From an optimization exercise on the open Yosys and OpenROAD flow, aimed at small area; shortcuts taken in it are not production practice. Function was checked by simulation only, so behaviour that the tests miss may differ from the original. The flow treats the clock pin as an ideal source, which a real chip does not have. Power and IR drop assume default switching activity.

$ cat config.mk
export PLATFORM = sky130hd
export DESIGN_NAME = top
export DESIGN_NICKNAME = top
export VERILOG_FILES = /design/flow/design.v
export SDC_FILE = /design/flow/constraint.sdc
export NUM_CORES = 4
export LEC_CHECK = 0
export CAP_MARGIN = 20
export CORE_AREA = 10 10 90 90
export DIE_AREA = 0 0 100 100
export SLEW_MARGIN = 20
$ cat constraint.sdc
create_clock -name core_clock -period 10.0 [get_ports {clk}]
set_input_delay 2.0000 -clock core_clock [delete_from_list [all_inputs] [get_ports {clk}]]
set_output_delay 2.0000 -clock core_clock [all_outputs]
set_load 0.01 [all_outputs]
$ cat design.v
module top (
    input   clk,
    input   rst_n,
    output  SRCLK,
    output  RCLK,
    output  SER
);
    reg [4:0]  p;
    reg [5:0]  q;
    reg [3:0]  r0, r1, r2, r3;
    reg        x;                                  
    reg        ser_r;
    wire jump = q[5] & q[4] & q[2] & q[1] & q[0]   
              & p[3] & ~p[2] & p[1] & ~p[0];
    wire q31  = q[4] & q[3] & q[2] & q[1] & q[0];
    wire wrap = (p[4] & (p[0] | q31)) | jump;      
    always @(posedge clk) begin
        if (~rst_n) begin
            p     <= 5'd1;
            q     <= 6'd22;
        end else begin
            p[0]  <= ~wrap & ~p[0];
            p[1]  <= ~wrap & (p[1] ^ p[0]);
            p[2]  <= ~wrap & (p[2] ^ (p[1] & p[0]));
            p[3]  <= ~wrap & (p[3] ^ (p[2] & p[1] & p[0]));
            p[4]  <= ~wrap & (p[4] | (p[3] & p[2] & p[1] & p[0]));
            q[0]  <= ~jump & (q[0] ^ wrap);
            q[1]  <= ~jump & (q[1] ^ (wrap & q[0]));
            q[2]  <= ~jump & (q[2] ^ (wrap & q[1] & q[0]));
            q[3]  <= ~jump & (q[3] ^ (wrap & q[2] & q[1] & q[0]));
            q[4]  <= ~jump & (q[4] ^ (wrap & q[3] & q[2] & q[1] & q[0]));
            q[5]  <= ~jump & (q[5] | (wrap & q[4] & q[3] & q[2] & q[1] & q[0]));
        end
    end
    wire [1:0] ph  = {p[1] ^ q[0], p[0]};          
    wire       pre = q[5] | q[4];                  
    wire       first = x & pre;
    wire       c = x;
    wire       h9  = (r0[1] & ~r0[2] & ~r0[3]);    
    wire [3:0] nxt;                               
    assign nxt[0] = (r0[2]) | (r0[0] & r0[3]);
    assign nxt[1] = (~r0[1] & ~r0[2]) | (r0[0] & r0[1] & r0[2]) | (~r0[0] & ~r0[1]);
    assign nxt[2] = (r0[0] & r0[3]) | (r0[0] & r0[1] & ~r0[2]) | (~r0[0] & ~r0[2] & ~r0[3]);
    assign nxt[3] = (r0[0] & ~r0[2] & ~r0[3]) | (~r0[0] & r0[2]);
    wire [3:0] inc = first ? 4'd12 : (c ? nxt : r0);
    wire       segbit = (~q[0] & ~q[1] & ~q[2]) | (q[0] & q[1] & ~q[2] & ~r0[2]) | (~q[2] & r0[0] & r0[3]) | (q[0] & q[1] & r0[1] & r0[3]) | (~q[0] & ~q[1] & ~r0[2] & r0[3]) | (~q[0] & ~q[2] & r0[0] & ~r0[1]) | (~q[0] & q[1] & q[2] & ~r0[0] & ~r0[3]) | (~q[1] & ~q[2] & ~r0[1] & r0[3]) | (q[0] & ~q[1] & q[2] & r0[0] & ~r0[1] & r0[2]);
    always @(posedge clk) begin
        r0 <= r1;
        r1 <= r2;
        r2 <= r3;
        r3 <= inc;
        x  <= ~rst_n | jump | (x & (pre | (h9 & ~(p[1] & p[0]))));   
    end
    always @(posedge clk)
        if (ph == q[4:3]) ser_r <= segbit;
    assign SER   = ser_r;
    assign SRCLK = ~first & ~q[5] & ~p[4] & p[3];
    assign RCLK  = ~first & (q == 6'd32) & ~p[4] & p[3];
endmodule
$ cat flow/run.sh
#!/bin/bash
# Own layout flow: the standard ORFS flow (standard.sh) with these changes:
#  - synthesis maps the logic with several area-oriented ABC scripts
#    (flow/abc_scripts.txt) and keeps the smallest result, without the adder
#    extraction step (registers and their names are unchanged);
#  - port buffers use the smallest buffer cell;
#  - the clock tree is one buf_12 at the registers' centroid that drives every
#    register (flow/pre_cts.tcl); clock_tree_synthesis is limited to the clock
#    port's net, which then has that single sink, so it adds nothing.
# Runs in the standard flow's work folder; each tool's output is kept in orfs/logs and
# the make output in flow_make.log.
set -euo pipefail
W=$(pwd)
F="$W/flow"
bash standard.sh \
  SYNTH_SCRIPT="$F/synth.tcl" \
  MY_ABC_SCRIPTS="$F/abc_scripts.txt" \
  ADDER_MAP_FILE= \
  BUFFER_PORTS_ARGS="-buffer_cell sky130_fd_sc_hd__buf_1" \
  PRE_CTS_TCL="$F/pre_cts.tcl" \
  CTS_ARGS="-sink_clustering_enable -repair_clock_nets -clk_nets clk" \
  finish 2>&1 | tee "$W/flow_make.log"
$ cat flow/abc_scripts.txt
strash
&get -n
&fraig -x
&put
scorr
dc2
dretime
strash
&get -n
&dch -f
&nf
&put
----
strash
&get -n
&fraig -x
&put
scorr
dc2
dretime
strash
&get -n
&dch -f
&nf -R 1000
&put
----
strash
&get -n
&fraig -x
&put
scorr
dc2
dretime
strash
&get -n
&dch -f
&nf -R 1000 -p
&put
----
strash
&get -n
&fraig -x
&put
scorr
dc2
dretime
strash
dch -f
amap -m
----
strash
&get -n
&fraig -x
&put
scorr
dc2
dretime
strash
dc2
dch -f
dc2
dch -f
amap
----
strash
&get -n
&fraig -x
&put
scorr
dc2
dretime
strash
ifraig
dc2
rewrite -z
refactor -z
balance
dch -f
amap
----
strash
&get -n
&fraig -x
&put
scorr
dc2
dretime
strash
dch -f
amap
----
strash
&get -n
&fraig -x
&put
scorr
dc2
dretime
strash
dch -f
map -a
----
strash
&get -n
&fraig -x
&put
scorr
dc2
dretime
strash
&get -n
&dch
&nf -R 1000
&put
----
strash
&get -n
&fraig -x
&put
scorr
dc2
dretime
strash
dc2
&get -n
&dch -f
&nf -R 1000
&put
----
strash
&get -n
&fraig -x
&put
scorr
dc2
dretime
strash
dc2
&get -n
&dch -f
&nf -R 1000 -p
&put
----
strash
&get -n
&fraig -x
&put
scorr
dc2
dretime
strash
dc2
dch -f
amap
----
strash
&get -n
&fraig -x
&put
scorr
dc2
dretime
strash
dc2
dch -f
map -a
----
strash
&get -n
&fraig -x
&put
scorr
dc2
dretime
strash
dc2
&get -n
&dch
&nf -R 1000
&put
----
strash
&get -n
&fraig -x
&put
scorr
dc2
dretime
strash
dc2
dc2
&get -n
&dch -f
&nf -R 1000
&put
----
strash
&get -n
&fraig -x
&put
scorr
dc2
dretime
strash
dc2
dc2
&get -n
&dch -f
&nf -R 1000 -p
&put
----
strash
&get -n
&fraig -x
&put
scorr
dc2
dretime
strash
dc2
dc2
dch -f
amap
----
strash
&get -n
&fraig -x
&put
scorr
dc2
dretime
strash
dc2
dc2
dch -f
map -a
----
strash
&get -n
&fraig -x
&put
scorr
dc2
dretime
strash
dc2
dc2
&get -n
&dch
&nf -R 1000
&put
----
strash
&get -n
&fraig -x
&put
scorr
dc2
dretime
strash
&get -n
&syn2
&put
&get -n
&dch -f
&nf -R 1000
&put
----
strash
&get -n
&fraig -x
&put
scorr
dc2
dretime
strash
&get -n
&syn2
&put
&get -n
&dch -f
&nf -R 1000 -p
&put
----
strash
&get -n
&fraig -x
&put
scorr
dc2
dretime
strash
&get -n
&syn2
&put
dch -f
amap
----
strash
&get -n
&fraig -x
&put
scorr
dc2
dretime
strash
&get -n
&syn2
&put
dch -f
map -a
----
strash
&get -n
&fraig -x
&put
scorr
dc2
dretime
strash
&get -n
&syn2
&put
&get -n
&dch
&nf -R 1000
&put
----
strash
&get -n
&fraig -x
&put
scorr
dc2
dretime
strash
&get -n
&dc2
&put
&get -n
&dch -f
&nf -R 1000
&put
----
strash
&get -n
&fraig -x
&put
scorr
dc2
dretime
strash
&get -n
&dc2
&put
&get -n
&dch -f
&nf -R 1000 -p
&put
----
strash
&get -n
&fraig -x
&put
scorr
dc2
dretime
strash
&get -n
&dc2
&put
dch -f
amap
----
strash
&get -n
&fraig -x
&put
scorr
dc2
dretime
strash
&get -n
&dc2
&put
dch -f
map -a
----
strash
&get -n
&fraig -x
&put
scorr
dc2
dretime
strash
&get -n
&dc2
&put
&get -n
&dch
&nf -R 1000
&put
----
strash
&get -n
&fraig -x
&put
scorr
dc2
dretime
strash
&get -n
&syn3
&put
&get -n
&dch -f
&nf -R 1000
&put
----
strash
&get -n
&fraig -x
&put
scorr
dc2
dretime
strash
&get -n
&syn3
&put
&get -n
&dch -f
&nf -R 1000 -p
&put
----
strash
&get -n
&fraig -x
&put
scorr
dc2
dretime
strash
&get -n
&syn3
&put
dch -f
amap
----
strash
&get -n
&fraig -x
&put
scorr
dc2
dretime
strash
&get -n
&syn3
&put
dch -f
map -a
----
strash
&get -n
&fraig -x
&put
scorr
dc2
dretime
strash
&get -n
&syn3
&put
&get -n
&dch
&nf -R 1000
&put
----
strash
&get -n
&fraig -x
&put
scorr
dc2
dretime
strash
rewrite
refactor
balance
&get -n
&dch -f
&nf -R 1000
&put
----
strash
&get -n
&fraig -x
&put
scorr
dc2
dretime
strash
rewrite
refactor
balance
&get -n
&dch -f
&nf -R 1000 -p
&put
----
strash
&get -n
&fraig -x
&put
scorr
dc2
dretime
strash
rewrite
refactor
balance
dch -f
amap
----
strash
&get -n
&fraig -x
&put
scorr
dc2
dretime
strash
rewrite
refactor
balance
dch -f
map -a
----
strash
&get -n
&fraig -x
&put
scorr
dc2
dretime
strash
rewrite
refactor
balance
&get -n
&dch
&nf -R 1000
&put
----
strash
&get -n
&fraig -x
&put
scorr
dc2
dretime
strash
&get -n
&b
&put
&get -n
&dch -f
&nf -R 1000
&put
----
strash
&get -n
&fraig -x
&put
scorr
dc2
dretime
strash
&get -n
&b
&put
&get -n
&dch -f
&nf -R 1000 -p
&put
----
strash
&get -n
&fraig -x
&put
scorr
dc2
dretime
strash
&get -n
&b
&put
dch -f
amap
----
strash
&get -n
&fraig -x
&put
scorr
dc2
dretime
strash
&get -n
&b
&put
dch -f
map -a
----
strash
&get -n
&fraig -x
&put
scorr
dc2
dretime
strash
&get -n
&b
&put
&get -n
&dch
&nf -R 1000
&put
----
strash
&get -n
&fraig -x
&put
scorr
dc2
dretime
strash
&get -n
&syn2
&dc2
&put
&get -n
&dch -f
&nf -R 1000
&put
----
strash
&get -n
&fraig -x
&put
scorr
dc2
dretime
strash
&get -n
&syn2
&dc2
&put
&get -n
&dch -f
&nf -R 1000 -p
&put
----
strash
&get -n
&fraig -x
&put
scorr
dc2
dretime
strash
&get -n
&syn2
&dc2
&put
dch -f
amap
----
strash
&get -n
&fraig -x
&put
scorr
dc2
dretime
strash
&get -n
&syn2
&dc2
&put
dch -f
map -a
----
strash
&get -n
&fraig -x
&put
scorr
dc2
dretime
strash
&get -n
&syn2
&dc2
&put
&get -n
&dch
&nf -R 1000
&put
$ cat flow/pre_cts.tcl
# Clock tree: a single buf_12, placed at the centroid of the registers,
# drives every register; clock_tree_synthesis (limited to the clock port's net by
# CTS_ARGS) then finds only that one sink and adds nothing.
set block [ord::get_db_block]
set sx 0.0; set sy 0.0; set n 0
foreach inst [$block getInsts] {
  if {![string match "*__*df*" [[$inst getMaster] getName]]} continue
  set bb [$inst getBBox]
  set sx [expr {$sx + ([$bb xMin] + [$bb xMax]) / 2.0}]
  set sy [expr {$sy + ([$bb yMin] + [$bb yMax]) / 2.0}]
  incr n
}
set dbu [[ord::get_db_tech] getDbUnitsPerMicron]
set cx [expr {$sx / $n / $dbu}]
set cy [expr {$sy / $n / $dbu}]
set clk_net [get_nets [[[$block findBTerm clk] getNet] getName]]
puts "pre_cts: buf_12 for [get_full_name $clk_net] at $cx $cy ($n registers)"
insert_buffer -net $clk_net -buffer_cell sky130_fd_sc_hd__buf_12 \
  -location [list $cx $cy] -buffer_name clkbuf_root -net_name clknet_root
$ cat flow/synth.tcl
# The standard flow's synthesis script (synth_recipe.tcl), with ABC run once for each
# mapping script in flow/abc_scripts.txt (scripts separated by "----" lines,
# file named by MY_ABC_SCRIPTS); the mapping with the smallest cell area is
# kept. Only the combinational logic differs between them: registers are
# mapped before ABC runs and keep their names.
proc abc {args} {
  set i [lsearch -exact $args -script]
  set fh [open $::env(MY_ABC_SCRIPTS)]
  set all [read $fh]
  close $fh
  set scripts {}
  set cur {}
  foreach line [split $all "\n"] {
    if {[string trim $line] eq "----"} {
      lappend scripts $cur
      set cur {}
    } elseif {[string trim $line] ne ""} {
      append cur $line "\n"
    }
  }
  if {$cur ne ""} { lappend scripts $cur }
  yosys design -save my_pre_abc
  set best -1
  set report [file join $::env(OBJECTS_DIR) my_abc_area.txt]
  set n 0
  foreach text $scripts {
    incr n
    set script [file join $::env(OBJECTS_DIR) my_abc_$n.script]
    set fh [open $script w]
    puts -nonewline $fh $text
    close $fh
    yosys design -load my_pre_abc
    yosys abc {*}[lreplace $args $i [expr {$i + 1}] -script $script]
    yosys tee -q -o $report stat {*}$::lib_args
    set fh [open $report]
    set stat [read $fh]
    close $fh
    if {![regexp {Chip area for module [^:]*:\s*([0-9.eE+-]+)} $stat -> area]} {
      error "no area for ABC script $n"
    }
    puts "my_abc: script $n area $area"
    if {$best < 0 || $area < $best} {
      set best $area
      set kept $n
      yosys design -save my_best_abc
    }
  }
  yosys design -load my_best_abc
  puts "my_abc: kept script $kept, area $best"
}
source [file join [file dirname [info script]] .. synth_recipe.tcl]
$ cat standard.sh
#!/bin/bash
# synth_recipe.tcl (not shown) runs the flow's synth.tcl, then flattens the netlist and writes it again
# the make line also repeats each setting of config.mk as NAME=value (left out here)
make -C /OpenROAD-flow-scripts/flow DESIGN_CONFIG=/design/flow/config.mk WORK_HOME=/design/flow/orfs CLKGATE_MAP_FILE= SYNTH_SCRIPT=/design/flow/synth_recipe.tcl "${@:-finish}"
==> flow_metrics.tcl, run 1 <==
set metrics [dict create \
    final_max_slew_viol_count 0 \
    fin_crit_sh 0.3283 \
    yosysWarningCount 1 \
    rsz0062_at_grt "no" \
    setup_viol 0 \
    post_cts_buffers 0 \
    synth_top_area_frac 0.5565 \
    ioPinCount 5 \
    drtIter0Drc 27 \
    post-dp-hpwl_um 1309 \
    power_density_nw_per_um2 145.6 \
    drc_errors 0 \
    syn-num-nets 108 \
    yosys.area.top_type "dfxtp_1" \
    seq_area_frac_synth 0.5863 \
    port_buffers 4 \
    holdBufCountCts 0 \
    syn_area_sq_um 1007 \
    grt_pass1_wl_um 2967 \
    busiest_layer "met2" \
    syn-instance-count 106 \
    startpoint "q[4]" \
    synth_seq_cells 29 \
    r2r_start "p[0]" \
    met1_usage 0.04556 \
    die_w_um 100 \
    fmax_ghz 0.3046 \
    grt_max_degree 30 \
    fin_skew_ps 5.551 \
    grtUsageMet2 0.05575 \
    coreArea_sq_um 6277 \
    holdWs_ps 335.1 \
    synth_ff_type "dfxtp_1" \
    synth_area_per_cell_sq_um 9.502 \
    grt_util_all_layers 0.03314 \
    synth.most_common_cell "dfxtp_1" \
    routed_via_density 4.080 \
    area_growth_pct 13.04 \
    arrival_ps 1280 \
    maxSlewHeadroom 0.7140 \
    drive_gt1_frac 0.009009 \
    place_congestion 0.7551 \
    peakVddDrop_mv 0.07038 \
    clock_latency_ps 140 \
    fin_setup_tns_ps 0 \
    cp.required_ps 8000 \
    start_kind "flip-flop" \
    die_h_um 100 \
    grt_pass1_vias 658 \
    rows 29 \
    outcome "no timing/DRC/antenna violations" \
    dieArea_sq_um 10000 \
    synth_edf_count 1 \
    drv_cap 0 \
    vias 767 \
    min-delay-path-class "reg -> reg" \
    netlist_top_cells_count "28 x dfxtp_1, 15 x a21oi_1, 14 x o21ai_0" \
    min_from "r3[2]" \
    critPathKind "reg -> out" \
    cts.clk_slew.worst_paths_ps 100 \
    nNetsFinal 115 \
    grt_antenna_before_repair 0 \
    yosysUniqueCellTypes 25 \
    dr.pass1.iters 4 \
    endpoint_kind "output port" \
    antenna_cells 0 \
    cts-resized-gates 0 \
    crit_fanout 8 \
    tightest_slew_ps 428.4 \
    power_leakage_nw 0.3723 \
    start_util 0.1605 \
    synth.area.top_cells "dfxtp_1 56%, a21oi_1 7.5%, o21ai_0 7.0%" \
    hold_viol 0 \
    wl_um 1749 \
    grt_overflow_total 0 \
    use_met3 0.004121 \
    wl_per_cell_um 9.303 \
    synthArstFlopShare 0 \
    fin_crit_ps 3283 \
    drtAntennaViolNets 0 \
]
placed cells by master, fill, tap and decap left out:
cell type	count
a21o_1	1
a21oi_1	15
a311o_1	1
a31oi_1	1
a41oi_1	1
and2_0	1
and3_1	1
buf_1	4
buf_12	1
clkinv_1	2
dfxtp_1	28
edfxtp_1	1
nand2_1	7
nand2b_1	1
nand3_1	1
nand4_1	1
nor2_1	13
nor2b_1	1
nor3_1	5
nor3b_1	2
nor4b_1	2
o21a_1	1
o21ai_0	14
o221a_1	1
o31ai_1	1
or4b_1	1
xnor2_1	3
where the power goes:
part	leakage, nW	switching [mW]	internal (mW)	total, mW
Combinational	0.127	0.00225	0.00188	0.00412
Sequential	0.236	0.00169	0.117	0.119
Clock	0.00940	0.0263	0.0163	0.0427
worst max-delay path: stages (launching register included):
cell     delay [ps]
dfxtp_1         380
o21ai_0         310
nand2_1         110
nor3_1          170
buf_1           170
kinds of logic (layout without fill, tap and decap cells):
logic type,after synthesis,after routing,share of synthesized area
buffers and inverters,2,7,0.007456
AND/OR/NAND/NOR,36,36,0.1777
AO/OA/AOI/OAI,36,36,0.2025
flip-flops,29,29,0.5863
XOR/XNOR,3,3,0.02609
final timing paths:
path                 to  slack [ps]  cells past startpoint
hold / removal    r2[2]         340                      0
hold reg to reg   r2[2]         340                      0
setup reg to reg   q[4]        7810                      7
setup / recovery   RCLK        6720                      4
per-stage QoR:
step	util	setup WS, ps	instances	instance area, sq um	total power, mW
after global routing	0.1814	6530	188	1139	0.1721
after floorplan	-	6993	106	1007	0.1244
after global placement	0.1782	6895	187	1119	0.1259
after detailed placement	0.1782	6883	187	1119	0.1259
after CTS	0.1814	6871	188	1139	0.1598
final	0.1814	6717	188	1139	0.1658
registers in the layout, indices dropped and copies added (netlist names):
| signal | cells |
|---|---|
| q | 6 |
| p | 5 |
| r0 | 4 |
| r1 | 4 |
| r2 | 4 |
| r3 | 4 |
| ser_r | 1 |
| x | 1 |
per-layer routing:
| layer | wire (um) | vias up | share of wire |
|---|---|---|---|
| li1 | - | 391 | - |
| met1 | 892 | 359 | 0.51 |
| met2 | 766 | 15 | 0.44 |
| met3 | 75 | 2 | 0.043 |
| met4 | 14 | 0 | 0.0080 |
| met5 | 0 | - | 0 |
final cells by class, clock buffers not listed:
cell class / count / area [sq um]
fillers: 693 / 5139
flip-flops and latches: 29 / 590.6
inverters: 2 / 7.507
multi-input cells: 75 / 409.1
well taps: 77 / 96.34
repair buffers: 4 / 15.01
==> run 2: changes to the inputs <==
--- a/design.v
+++ b/design.v
@@ -11,9 +11,8 @@
     reg        x;                                  
     reg        ser_r;
     wire jump = q[5] & q[4] & q[2] & q[1] & q[0]   
-              & p[3] & ~p[2] & p[1] & ~p[0];
-    wire q31  = q[4] & q[3] & q[2] & q[1] & q[0];
-    wire wrap = (p[4] & (p[0] | q31)) | jump;      
+              & p[3] & ~p[2] & ~p[1] & p[0];
+    wire wrap = (p[4] & p[0]) | jump;              
     always @(posedge clk) begin
         if (~rst_n) begin
             p     <= 5'd1;
@@ -54,6 +53,6 @@
     always @(posedge clk)
         if (ph == q[4:3]) ser_r <= segbit;
     assign SER   = ser_r;
-    assign SRCLK = ~first & ~q[5] & ~p[4] & p[3];
-    assign RCLK  = ~first & (q == 6'd32) & ~p[4] & p[3];
+    assign SRCLK = ~(x & q[4]) & ~q[5] & ~p[4] & p[3];
+    assign RCLK  = ~x & (q == 6'd32) & ~p[4] & (p[3] ^ (p[2] & p[1] & p[0]));
 endmodule
==> flow_metrics.tcl, run 2 <==
set metrics [dict create \
    outcome "no timing/DRC/antenna violations" \
    wl_um 1695 \
    clock_latency_ps 130 \
    start_util 0.1593 \
    fin_skew_ps 2.674 \
    cts-resized-gates 0 \
    cpPeakStageDelay_ps 490 \
    syn_area_sq_um 999.7 \
    crit_fanout 9 \
    tightest_slew_ps 527.8 \
    hold_viol 0 \
    final_core_util 0.1802 \
    synth_area_per_cell_sq_um 9.431 \
    post_cts_buffers 0 \
    cp_cell_sequence "and3_1, xnor2_1, nor2_1, buf_1" \
    vias 727 \
    power_density_nw_per_um2 146.0 \
    cts.clk_slew.worst_paths_ps 100 \
    coreArea_sq_um 6277 \
    fin_crit_sh 0.3261 \
    peakVddDrop_mv 0.08427 \
    grt_util_all_layers 0.03284 \
    grt_max_degree 30 \
    dp.cells 187 \
    wl_per_cell_um 9.016 \
    ioPinCount 5 \
    seq_area_frac_synth 0.5907 \
    holdWs_ps 335.9 \
    synthArstFlopShare 0 \
    rows 29 \
    dieArea_sq_um 10000 \
    antenna_cells 0 \
    syn-instance-count 106 \
    die_h_um 100 \
    fin_crit_ps 3261 \
    dr.pass1.iters 4 \
    syn-num-nets 108 \
    post-dp-hpwl_um 1277 \
    fin_setup_tns_ps 0 \
    min-delay-path-class "reg -> reg" \
    final_cell_mix "28 x dfxtp_1, 13 x nor2_1, 13 x a21oi_1, 10 x nand2_1" \
    grt_antenna_before_repair 0 \
    grt_pass1_vias 635 \
    power_leakage_nw 0.3803 \
    critPathKind "reg -> out" \
    start_kind "flip-flop" \
    synth.area.top_cells "dfxtp_1 56%, a21oi_1 6.5%, nor2_1 4.9%" \
    routed_via_density 3.867 \
    synth_seq_cells 29 \
    place_congestion 0.7630 \
    cp.required_ps 8000 \
    die_w_um 100 \
    largest_reg_flops 6 \
    final_common_cell "dfxtp_1" \
    netlist_top_cells_count "28 x dfxtp_1, 13 x a21oi_1, 13 x nor2_1" \
    drtIter0Drc 25 \
    yosys.area.top_type "dfxtp_1" \
    drv_cap 0 \
    endpoint_kind "output port" \
    grt_overflow_total 0 \
    setup_viol 0 \
    synth_top_area_frac 0.5607 \
    slowest_stage "dfxtp_1" \
    drtAntennaViolNets 0 \
    maxSlewHeadroom 0.6449 \
    final_max_slew_viol_count 0 \
    nNetsFinal 115 \
    reg2reg_slack_ps 7830 \
    finalWorstSetupSlack_ps 6739 \
    fmax_ghz 0.3067 \
    fin_cells 188 \
    drc_errors 0 \
    drive_gt1_frac 0.009009 \
    rsz0062_at_grt "no" \
    grt_pass1_wl_um 2973 \
    area_growth_pct 13.14 \
    synth_edf_count 1 \
    port_buffers 4 \
    reg_top3 "q: 6 flops, p: 5 flops" \
    synth_ff_type "dfxtp_1" \
    holdBufCountCts 0 \
    synth.most_common_cell "dfxtp_1" \
    yosysUniqueCellTypes 20 \
    yosysWarningCount 1 \
    regMostFlops "q" \
    place_ws_ps 6892 \
    arrival_ps 1260 \
]
run 2: final cells by class, clock buffers not listed:
type | instances | area (sq um)
fillers | 699 | 5146
flip-flops and latches | 29 | 590.6
multi-input cells | 75 | 401.6
well taps | 77 | 96.34
repair buffers | 4 | 15.01
inverters | 2 | 7.507
run 2: where the power goes:
| part | leakage, nW | switching (mW) | internal, mW |
|---|---|---|---|
| Sequential | 0.236 | 0.00166 | 0.117 |
| Combinational | 0.135 | 0.00208 | 0.00168 |
| Clock | 0.00940 | 0.0261 | 0.0163 |
| Total | 0.380 | 0.0298 | 0.135 |
run 2: through the flow:
step                      cell area [sq um]  total power [mW]
after floorplan                       999.7            0.1241
after global placement                 1111            0.1256
after detailed placement               1111            0.1256
after CTS                              1131            0.1595
after global routing                   1131            0.1717
final                                  1131            0.1652
run 2: layer usage:
metal	share of wire	up-vias	wire length [um]	global-route usage
met5	0	-	0	0
li1	-	388	-	-
met2	0.44	8	744	0.05226
met1	0.51	329	864	0.04710
met4	0.0071	0	12	0.002174
met3	0.044	2	74	0.005495
run 2: kinds of logic (layout without fill, tap and decap cells):
| logic type | count (synthesis) | in the layout | synth area share |
|---|---|---|---|
| and+or+nand+nor | 42 | 42 | 0.2003 |
| DFF | 29 | 29 | 0.5907 |
| AOI/OAI and AO/OA | 28 | 28 | 0.1577 |
| xor gates and xnor gates | 5 | 5 | 0.04380 |
| buffers and inverters | 2 | 7 | 0.007512 |
run 2: worst paths after layout:
| kind | start | cells after the start | endpoint |
|---|---|---|---|
| max | p[0] | 4 | RCLK |
| min reg2reg | r3[3] | 0 | r2[3] |
| min | r3[3] | 0 | r2[3] |
| max reg2reg | q[0] | 8 | q[4] |
run 2: critical path: cells and delay by family (launching register included):
kind	cells	cell delay, ps
flip-flops	1	490
AND/OR/NAND/NOR	2	370
buffers and inverters	1	170
XOR/XNOR	1	100
==> run 3: changes to the inputs <==
--- a/design.v
+++ b/design.v
@@ -1,4 +1,11 @@
-module top (
+module top #(
+    parameter   input_clk_freq  = 100_000_000,       
+    parameter   output_clk_freq = 100_000,           
+    parameter   en_on_count     = 100,               
+    parameter   en_off_count    = 150,               
+    parameter   hc595_setup     = 8,                 
+    parameter   hc595_pulse     = 8                  
+)(
     input   clk,
     input   rst_n,
     output  SRCLK,
==> flow_metrics.tcl, run 3 <==
set metrics [dict create \
    fill_cells 699 \
    syn_area_sq_um 999.7 \
    dp.cells 187 \
    final_common_cell "dfxtp_1" \
    fin_setup_tns_ps 0 \
    reg2reg_slack_ps 7830 \
    final_cell_mix "28 x dfxtp_1, 13 x nor2_1, 13 x a21oi_1, 10 x nand2_1" \
    p_total_mw 0.1652 \
    die_h_um 100 \
    seq_area_frac_synth 0.5907 \
    yosys.area.top_type "dfxtp_1" \
    synth_seq_cells 29 \
    grt_pass1_wl_um 2973 \
    fin_cells 188 \
    setup_viol 0 \
    switchingPower_mw 0.02979 \
    yosysWarningCount 1 \
    p_int_mw 0.1354 \
    final_max_slew_viol_count 0 \
    synth.area.top_cells "dfxtp_1 56%, a21oi_1 6.5%, nor2_1 4.9%" \
    wl_per_cell_um 9.016 \
    place_area_sq_um 1111 \
    grt_antenna_before_repair 0 \
    synth_area_per_cell_sq_um 9.431 \
    finalWorstSetupSlack_ps 6739 \
    vias 727 \
    p_seq_frac 0.721 \
    synth_top_area_frac 0.5607 \
    cpPeakStageDelay_ps 490 \
    min-delay-path-class "reg -> reg" \
    holdBufCountCts 0 \
    cp_cell_sequence "and3_1, xnor2_1, nor2_1, buf_1" \
    arrival_ps 1260 \
    die_w_um 100 \
    synth_ff_type "dfxtp_1" \
    endpoint_kind "output port" \
    fin_crit_sh 0.3261 \
    clkPwrFrac 0.257 \
    port_buffers 4 \
    coreArea_sq_um 6277 \
    ioPinCount 5 \
    place_ws_ps 6892 \
    grt_overflow_total 0 \
    drc_errors 0 \
    dieArea_sq_um 10000 \
    slowest_stage "dfxtp_1" \
    critPathKind "reg -> out" \
    largest_reg_flops 6 \
    tightest_slew_ps 527.8 \
    nNetsFinal 115 \
    post_cts_buffers 0 \
    dr.pass1.iters 4 \
    antenna_cells 0 \
    place_congestion 0.7630 \
    start_util 0.1593 \
    start_kind "flip-flop" \
    synth.most_common_cell "dfxtp_1" \
    outcome "no timing/DRC/antenna violations" \
    fmax_ghz 0.3067 \
    reg_top3 "q: 6 flops, p: 5 flops" \
    power_density_nw_per_um2 146.0 \
    maxSlewHeadroom 0.6449 \
    grt_util_all_layers 0.03284 \
    grt_pass1_vias 635 \
    power_leakage_nw 0.3803 \
    cts.clk_slew.worst_paths_ps 100 \
    fin_skew_ps 2.674 \
    syn-num-nets 108 \
    cts-resized-gates 0 \
    multi_input_area_sq_um 401.6 \
    syn-instance-count 106 \
    wl_um 1695 \
    rows 29 \
    switching_share 0.1804 \
    pwr-share-comb 0.023 \
    synth_edf_count 1 \
    fin_crit_ps 3261 \
    crit_fanout 9 \
    cp.required_ps 8000 \
    post-dp-hpwl_um 1277 \
    drtAntennaViolNets 0 \
    netlist_top_cells_count "28 x dfxtp_1, 13 x a21oi_1, 13 x nor2_1" \
    drv_cap 0 \
    rsz0062_at_grt "no" \
    regMostFlops "q" \
    area_growth_pct 13.14 \
    routed_via_density 3.867 \
    drtIter0Drc 25 \
    drive_gt1_frac 0.009009 \
    regArea_sq_um 590.6 \
    synthArstFlopShare 0 \
    clock_latency_ps 130 \
    hold_viol 0 \
    fin_area_sq_um 1131 \
    grt_max_degree 30 \
    yosysUniqueCellTypes 20 \
    peakVddDrop_mv 0.08427 \
]
run 3: cell counts after synthesis:
No cell type changed its count.
run 3: layout make-up, clock buffers not listed:
type	count	area share
Inverter	2	0.006637
Multi-Input combinational cell	75	0.3551
Sequential cell	29	0.5221
Tap cell	77	0.08518
Timing Repair Buffer	4	0.01327
run 3: path summary, 6_finish.rpt:
path / start / end / depth (start not counted)
max: p[0] / RCLK / 4
min: r3[3] / r2[3] / 0
max reg2reg: q[0] / q[4] / 8
min reg2reg: r3[3] / r2[3] / 0
run 3: worst max-delay path: cells and delay by family, from the launching register on:
kind | cells | cell delay [ps]
DFF | 1 | 490
and+or+nand+nor | 2 | 370
buffers and inverters | 1 | 170
xor gates and xnor gates | 1 | 100
run 3: per-layer routing:
metal | up-vias | wire length [um] | GRT usage
met5 | - | 0 | 0
met4 | 0 | 12 | 0.002174
met3 | 2 | 74 | 0.005495
met2 | 8 | 744 | 0.05226
met1 | 329 | 864 | 0.04710
li1 | 388 | - | -
run 3: power groups by stage:
stage / Clock [mW] / Combinational, mW / Sequential, mW
2_1_floorplan: 0 / 0.00268 / 0.121
5_1_grt: 0.0479 / 0.00451 / 0.119
3_3_place_gp: 0 / 0.00385 / 0.122
3_5_place_dp: 0 / 0.00384 / 0.122
4_1_cts: 0.0339 / 0.00389 / 0.122
6_report: 0.0424 / 0.00376 / 0.119
run 3: cells by family after synthesis:
kind of cell              Yosys count  share of synthesized area
DFF                                29                     0.5907
buffers and inverters               2                   0.007512
AOI/OAI and AO/OA                  28                     0.1577
xor gates and xnor gates            5                    0.04380
and+or+nand+nor                    42                     0.2003
run 3: stage by stage:
| step | util | hold WS [ps] |
|---|---|---|
| floorplan | - | 309.6 |
| global placement | 0.1770 | 311.3 |
| detailed placement | 0.1770 | 312.1 |
| CTS | 0.1802 | 312.1 |
| global route | 0.1802 | 343.7 |
| finish | 0.1802 | 335.9 |
==> run 4: changes to the inputs <==
--- a/design.v
+++ b/design.v
@@ -1,11 +1,4 @@
-module top #(
-    parameter   input_clk_freq  = 100_000_000,       
-    parameter   output_clk_freq = 100_000,           
-    parameter   en_on_count     = 100,               
-    parameter   en_off_count    = 150,               
-    parameter   hc595_setup     = 8,                 
-    parameter   hc595_pulse     = 8                  
-)(
+module top (
     input   clk,
     input   rst_n,
     output  SRCLK,
==> flow/pre_cts.tcl (replaced) <==
set block [ord::get_db_block]
set sx 0.0; set sy 0.0; set n 0
foreach inst [$block getInsts] {
  if {![string match "*__*df*" [[$inst getMaster] getName]]} continue
  set bb [$inst getBBox]
  set sx [expr {$sx + ([$bb xMin] + [$bb xMax]) / 2.0}]
  set sy [expr {$sy + ([$bb yMin] + [$bb yMax]) / 2.0}]
  incr n
}
set dbu [[ord::get_db_tech] getDbUnitsPerMicron]
set cx [expr {$sx / $n / $dbu}]
set cy [expr {$sy / $n / $dbu}]
set clk_net [get_nets [[[$block findBTerm clk] getNet] getName]]
set cells {sky130_fd_sc_hd__buf_8 sky130_fd_sc_hd__buf_12 sky130_fd_sc_hd__clkbuf_16}
insert_buffer -net $clk_net -buffer_cell [lindex $cells 0] \
  -location [list $cx $cy] -buffer_name clkbuf_root -net_name clknet_root
set buf [get_cells clkbuf_root*]
set_propagated_clock [all_clocks]
foreach cell $cells {
  replace_cell $buf $cell
  estimate_parasitics -placement
  set slew 0.0
  foreach pin [get_pins -of_objects [get_nets clknet_root*]] {
    if {[get_property $pin direction] ne "input"} continue
    set s [get_property $pin slew_max]
    if {$s > $slew} { set slew $s }
  }
  puts "pre_cts: $cell at $cx $cy for $n registers, clock pin slew [format %.1f [expr {$slew * 1000}]] ps"
  if {$slew < 0.120} break
}
unset_propagated_clock [all_clocks]
==> flow_metrics.tcl, run 4 <==
set metrics [dict create \
    yosysUniqueCellTypes 20 \
    p_seq_frac 0.721 \
    min-delay-path-class "reg -> reg" \
    largest_reg_flops 6 \
    dr.max_layer_used "met4" \
    synth.most_common_cell "dfxtp_1" \
    dr.pass1.iters 4 \
    synth_area_per_cell_sq_um 9.431 \
    synth_seq_cells 29 \
    wl_met1_um 864 \
    clock_latency_ps 130 \
    drv_cap 0 \
    pwr-share-comb 0.023 \
    netlist_top_cells_count "28 x dfxtp_1, 13 x a21oi_1, 13 x nor2_1" \
    port_buffers 4 \
    grt_max_degree 30 \
    critPathKind "reg -> out" \
    holdBufCountCts 0 \
    start_util 0.1593 \
    holdWs_ps 335.9 \
    reg_top3 "q: 6 flops, p: 5 flops" \
    fmax_ghz 0.3067 \
    grt_pass1_vias 635 \
    clkPwrFrac 0.257 \
    regMostFlops "q" \
    endpoint_kind "output port" \
    p_total_mw 0.1652 \
    syn-instance-count 106 \
    crit_family "flip-flops" \
    synth_top_area_frac 0.5607 \
    cpPeakStageDelay_ps 490 \
    die_w_um 100 \
    rows 29 \
    wl_met3_um 74 \
    drive_gt1_frac 0.009009 \
    switchingPower_mw 0.02979 \
    syn_area_sq_um 999.7 \
    crit_fanout 9 \
    wl_um 1695 \
    final_common_cell "dfxtp_1" \
    wl_met2_um 744 \
    grt_antenna_before_repair 0 \
    antenna_cells 0 \
    maxSlewHeadroom 0.6449 \
    tightest_slew_ps 527.8 \
    hold_viol 0 \
    place_congestion 0.7630 \
    post_cts_buffers 0 \
    grt_util_all_layers 0.03284 \
    rsz0062_at_grt "no" \
    routed_via_density 3.867 \
    cp.required_ps 8000 \
    nNetsFinal 115 \
    ioPinCount 5 \
    final_core_util 0.1802 \
    final_cell_mix "28 x dfxtp_1, 13 x nor2_1, 13 x a21oi_1, 10 x nand2_1" \
    grt_overflow_total 0 \
    wl_per_cell_um 9.016 \
    cp_cell_sequence "and3_1, xnor2_1, nor2_1, buf_1" \
    syn-num-nets 108 \
    cts-resized-gates 0 \
    drtIter0Drc 25 \
    arrival_ps 1260 \
    fin_skew_ps 2.674 \
    vias 727 \
    power_leakage_nw 0.3803 \
    slowest_stage "dfxtp_1" \
    setup_viol 0 \
    fin_crit_sh 0.3261 \
    synth_ff_type "dfxtp_1" \
    yosys.area.top_type "dfxtp_1" \
    drtAntennaViolNets 0 \
    final_max_slew_viol_count 0 \
    synthArstFlopShare 0 \
    fin_crit_ps 3261 \
    drc_errors 0 \
    yosysWarningCount 1 \
    die_h_um 100 \
    fin_setup_tns_ps 0 \
    post-dp-hpwl_um 1277 \
    cts.clk_slew.worst_paths_ps 100 \
    start_kind "flip-flop" \
    power_density_nw_per_um2 146.0 \
    dieArea_sq_um 10000 \
    seq_area_frac_synth 0.5907 \
    outcome "no timing/DRC/antenna violations" \
    grt_pass1_wl_um 2973 \
    synth.area.top_cells "dfxtp_1 56%, a21oi_1 6.5%, nor2_1 4.9%" \
    area_growth_pct 13.14 \
    timing.critical_path.buf_inv 1 \
    p_int_mw 0.1354 \
    peakVddDrop_mv 0.08427 \
    switching_share 0.1804 \
    coreArea_sq_um 6277 \
    synth_edf_count 1 \
]
==> run 4: path summary, 6_finish.rpt <==
path | startpoint | endpoint | cells past startpoint | slack (ps)
worst min register to register | r3[3] | r2[3] | 0 | 340
worst min-delay path | r3[3] | r2[3] | 0 | 340
worst max register to register | q[0] | q[4] | 8 | 7830
worst max-delay path | p[0] | RCLK | 4 | 6740
==> run 4: cell families (layout without fill, tap and decap cells) <==
group                     Yosys count  count (layout)  share of synthesized area
AOI/OAI and AO/OA                  28              28                     0.1577
buffers and inverters               2               7                   0.007512
and+or+nand+nor                    42              42                     0.2003
xor gates and xnor gates            5               5                    0.04380
DFF                                29              29                     0.5907
==> run 4: power by group through the flow <==
stage	sequential [mW]	clock [mW]	combinational (mW)
final	0.119	0.0424	0.00376
after global routing	0.119	0.0479	0.00451
after CTS	0.122	0.0339	0.00389
after detailed placement	0.122	0	0.00384
after global placement	0.122	0	0.00385
after floorplan	0.121	0	0.00268
==> run 4: area by class of cell, clock buffers not listed <==
cell class | count | area, sq um
Tap cell | 77 | 96.34
Timing Repair Buffer | 4 | 15.01
Sequential cell | 29 | 590.6
Fill cell | 699 | 5146
Inverter | 2 | 7.507
Multi-Input combinational cell | 75 | 401.6
==> run 4: per-layer routing <==
| metal | global-route usage | up-vias |
|---|---|---|
| met1 | 0.04710 | 329 |
| li1 | - | 388 |
| met3 | 0.005495 | 2 |
| met5 | 0 | - |
| met2 | 0.05226 | 8 |
| met4 | 0.002174 | 0 |
==> run 4: stage by stage <==
| step | cells | area [sq um] | setup slack, ps |
|---|---|---|---|
| after floorplan | 106 | 999.7 | 6924 |
| after global placement | 187 | 1111 | 6921 |
| after detailed placement | 187 | 1111 | 6892 |
| after CTS | 188 | 1131 | 6894 |
| after global routing | 188 | 1131 | 6609 |
| final | 188 | 1131 | 6739 |
==> run 5: changes to the inputs <==
--- a/config.mk
+++ b/config.mk
@@ -8,4 +8,5 @@
 export CAP_MARGIN = 20
 export CORE_AREA = 10 10 90 90
 export DIE_AREA = 0 0 100 100
+export PLACE_DENSITY = 0.9
 export SLEW_MARGIN = 20
==> flow_metrics.tcl, run 5 <==
set metrics [dict create \
    hold_viol 0 \
    seq_area_frac_synth 0.5907 \
    arrival_ps 1320 \
    place_congestion 0.8658 \
    synth_ff_type "dfxtp_1" \
    wl_um 1734 \
    final_common_cell "dfxtp_1" \
    regMostFlops "q" \
    peakVddDrop_mv 0.1223 \
    fin_setup_tns_ps 0 \
    grtUsageMet2 0.06222 \
    yosysUniqueCellTypes 20 \
    synth_edf_count 1 \
    antenna_cells 0 \
    dieArea_sq_um 10000 \
    start_kind "flip-flop" \
    cts-resized-gates 0 \
    port_buffers 4 \
    timing.critical_path.buf_inv 1 \
    post-dp-hpwl_um 1332 \
    synth_top_area_frac 0.5607 \
    synth.most_common_cell "dfxtp_1" \
    yosysWarningCount 1 \
    final_cell_mix "28 x dfxtp_1, 13 x nor2_1, 13 x a21oi_1, 10 x nand2_1" \
    drv_cap 0 \
    reg_top3 "q: 6 flops, p: 5 flops" \
    cp_cell_sequence "and3_1, xnor2_1, nor2_1, buf_1" \
    outcome "no timing/DRC/antenna violations" \
    fin_area_sq_um 1131 \
    syn-instance-count 106 \
    grt_pass1_vias 689 \
    busiest_layer "met2" \
    fin_crit_ps 3317 \
    ioPinCount 5 \
    largest_reg_flops 6 \
    wl_per_cell_um 9.223 \
    min-delay-path-class "reg -> reg" \
    setup_viol 0 \
    routed_via_density 4.011 \
    met1_usage 0.04620 \
    cp.required_ps 8000 \
    final_max_slew_viol_count 0 \
    place_ws_ps 6822 \
    power_leakage_nw 0.3803 \
    synth_seq_cells 29 \
    grt_pass1_wl_um 3111 \
    fin_crit_sh 0.3317 \
    syn-num-nets 108 \
    nNetsFinal 115 \
    synth_area_per_cell_sq_um 9.431 \
    syn_area_sq_um 999.7 \
    power_density_nw_per_um2 147.4 \
    critPathKind "reg -> out" \
    crit_family "flip-flops" \
    crit_fanout 9 \
    cts.clk_slew.worst_paths_ps 110 \
    use_met3 0.002747 \
    slowest_stage "dfxtp_1" \
    synthArstFlopShare 0 \
    fmax_ghz 0.3015 \
    die_h_um 100 \
    fin_skew_ps 8.078 \
    grt_overflow_total 0 \
    final_core_util 0.1802 \
    finalWorstSetupSlack_ps 6683 \
    drive_gt1_frac 0.009009 \
    grt_max_degree 30 \
    grt_util_all_layers 0.03466 \
    netlist_top_cells_count "28 x dfxtp_1, 13 x a21oi_1, 13 x nor2_1" \
    synth.area.top_cells "dfxtp_1 56%, a21oi_1 6.5%, nor2_1 4.9%" \
    start_util 0.1593 \
    endpoint_kind "output port" \
    place_area_sq_um 1111 \
    drtAntennaViolNets 0 \
    holdBufCountCts 0 \
    grt_antenna_before_repair 0 \
    drtIter0Drc 30 \
    rsz0062_at_grt "no" \
    area_growth_pct 13.14 \
    coreArea_sq_um 6277 \
    vias 754 \
    cpPeakStageDelay_ps 510 \
    post_cts_buffers 0 \
    yosys.area.top_type "dfxtp_1" \
    tightest_slew_ps 545.7 \
    rows 29 \
    die_w_um 100 \
    dr.pass1.iters 4 \
    maxSlewHeadroom 0.6328 \
    drc_errors 0 \
    clock_latency_ps 140 \
]
-- run 5: cell counts after synthesis --
Identical to the previous run, type by type.
-- run 5: worst paths after layout --
| kind | from | end | slack, ps | cells after the start |
|---|---|---|---|---|
| max | p[0] | RCLK | 6680 | 4 |
| min | r3[2] | r2[2] | 340 | 0 |
| max reg2reg | q[0] | q[4] | 7790 | 8 |
| min reg2reg | r3[2] | r2[2] | 340 | 0 |
-- run 5: cell families (layout without fill, tap and decap cells) --
| logic type | count (synthesis) | after routing | share of synthesized area |
|---|---|---|---|
| DFF | 29 | 29 | 0.5907 |
| xor gates and xnor gates | 5 | 5 | 0.04380 |
| and+or+nand+nor | 42 | 42 | 0.2003 |
| AOI/OAI and AO/OA | 28 | 28 | 0.1577 |
| buffers and inverters | 2 | 7 | 0.007512 |
-- run 5: routing by layer --
metal / vias to the layer above / share of wire
met4: 0 / 0
li1: 388 / -
met2: 22 / 0.47
met5: - / 0
met3: 0 / 0.054
met1: 344 / 0.48
-- run 5: per-stage QoR --
| step | total power, mW | instances | hold slack [ps] |
|---|---|---|---|
| after floorplan | 0.1241 | 106 | 309.6 |
| after global placement | 0.1254 | 187 | 311.1 |
| after detailed placement | 0.1257 | 187 | 312.1 |
| after CTS | 0.1596 | 188 | 312.1 |
| after global routing | 0.1726 | 188 | 344.3 |
| final | 0.1667 | 188 | 337.4 |
-- run 5: area by class of cell, clock buffers not listed --
type / count / area, sq um
Multi-Input combinational cell: 75 / 401.6
Inverter: 2 / 7.507
Timing Repair Buffer: 4 / 15.01
Tap cell: 77 / 96.34
Sequential cell: 29 / 590.6
Fill cell: 692 / 5146
-- run 5: power by group --
part / total, mW / leakage (nW) / switching, mW / internal [mW]
Clock: 0.0436 / 0.00940 / 0.0273 / 0.0163
Combinational: 0.00383 / 0.135 / 0.00216 / 0.00167
Sequential: 0.119 / 0.236 / 0.00189 / 0.117

==> afterwards: timing with drivers on the ports <==
The flow's constraints put no driver on any port. The routed layouts listed below were extracted and timed again, unchanged, in two steps. Step 1 assumes that a clkbuf_16 drives the clock port and a buf_2 every other input. Step 2, shift: input delay + t, output delay - t, t = (earliest + latest rising clock arrival at the registers) / 2. This alone moves slack from input paths to output paths. Three values: ideal, step 1, step 2; two values: the first two.
run	t (ns)	slack for setup (ns)	hold WS [ns]	worst register clock-pin slew, ns
run 1	0.164	6.717 / 6.686 / 6.850	0.335 / 0.335 / 0.335	0.10 / 0.10
run 2	0.163	6.739 / 6.709 / 6.872	0.336 / 0.336 / 0.336	0.10 / 0.10
run 3	0.163	6.739 / 6.709 / 6.872	0.336 / 0.336 / 0.336	0.10 / 0.10
run 4	0.163	6.739 / 6.709 / 6.872	0.336 / 0.336 / 0.336	0.10 / 0.10
run 5	0.163	6.683 / 6.656 / 6.819	0.337 / 0.337 / 0.337	0.11 / 0.11
After both steps setup and hold are still met in every run listed.
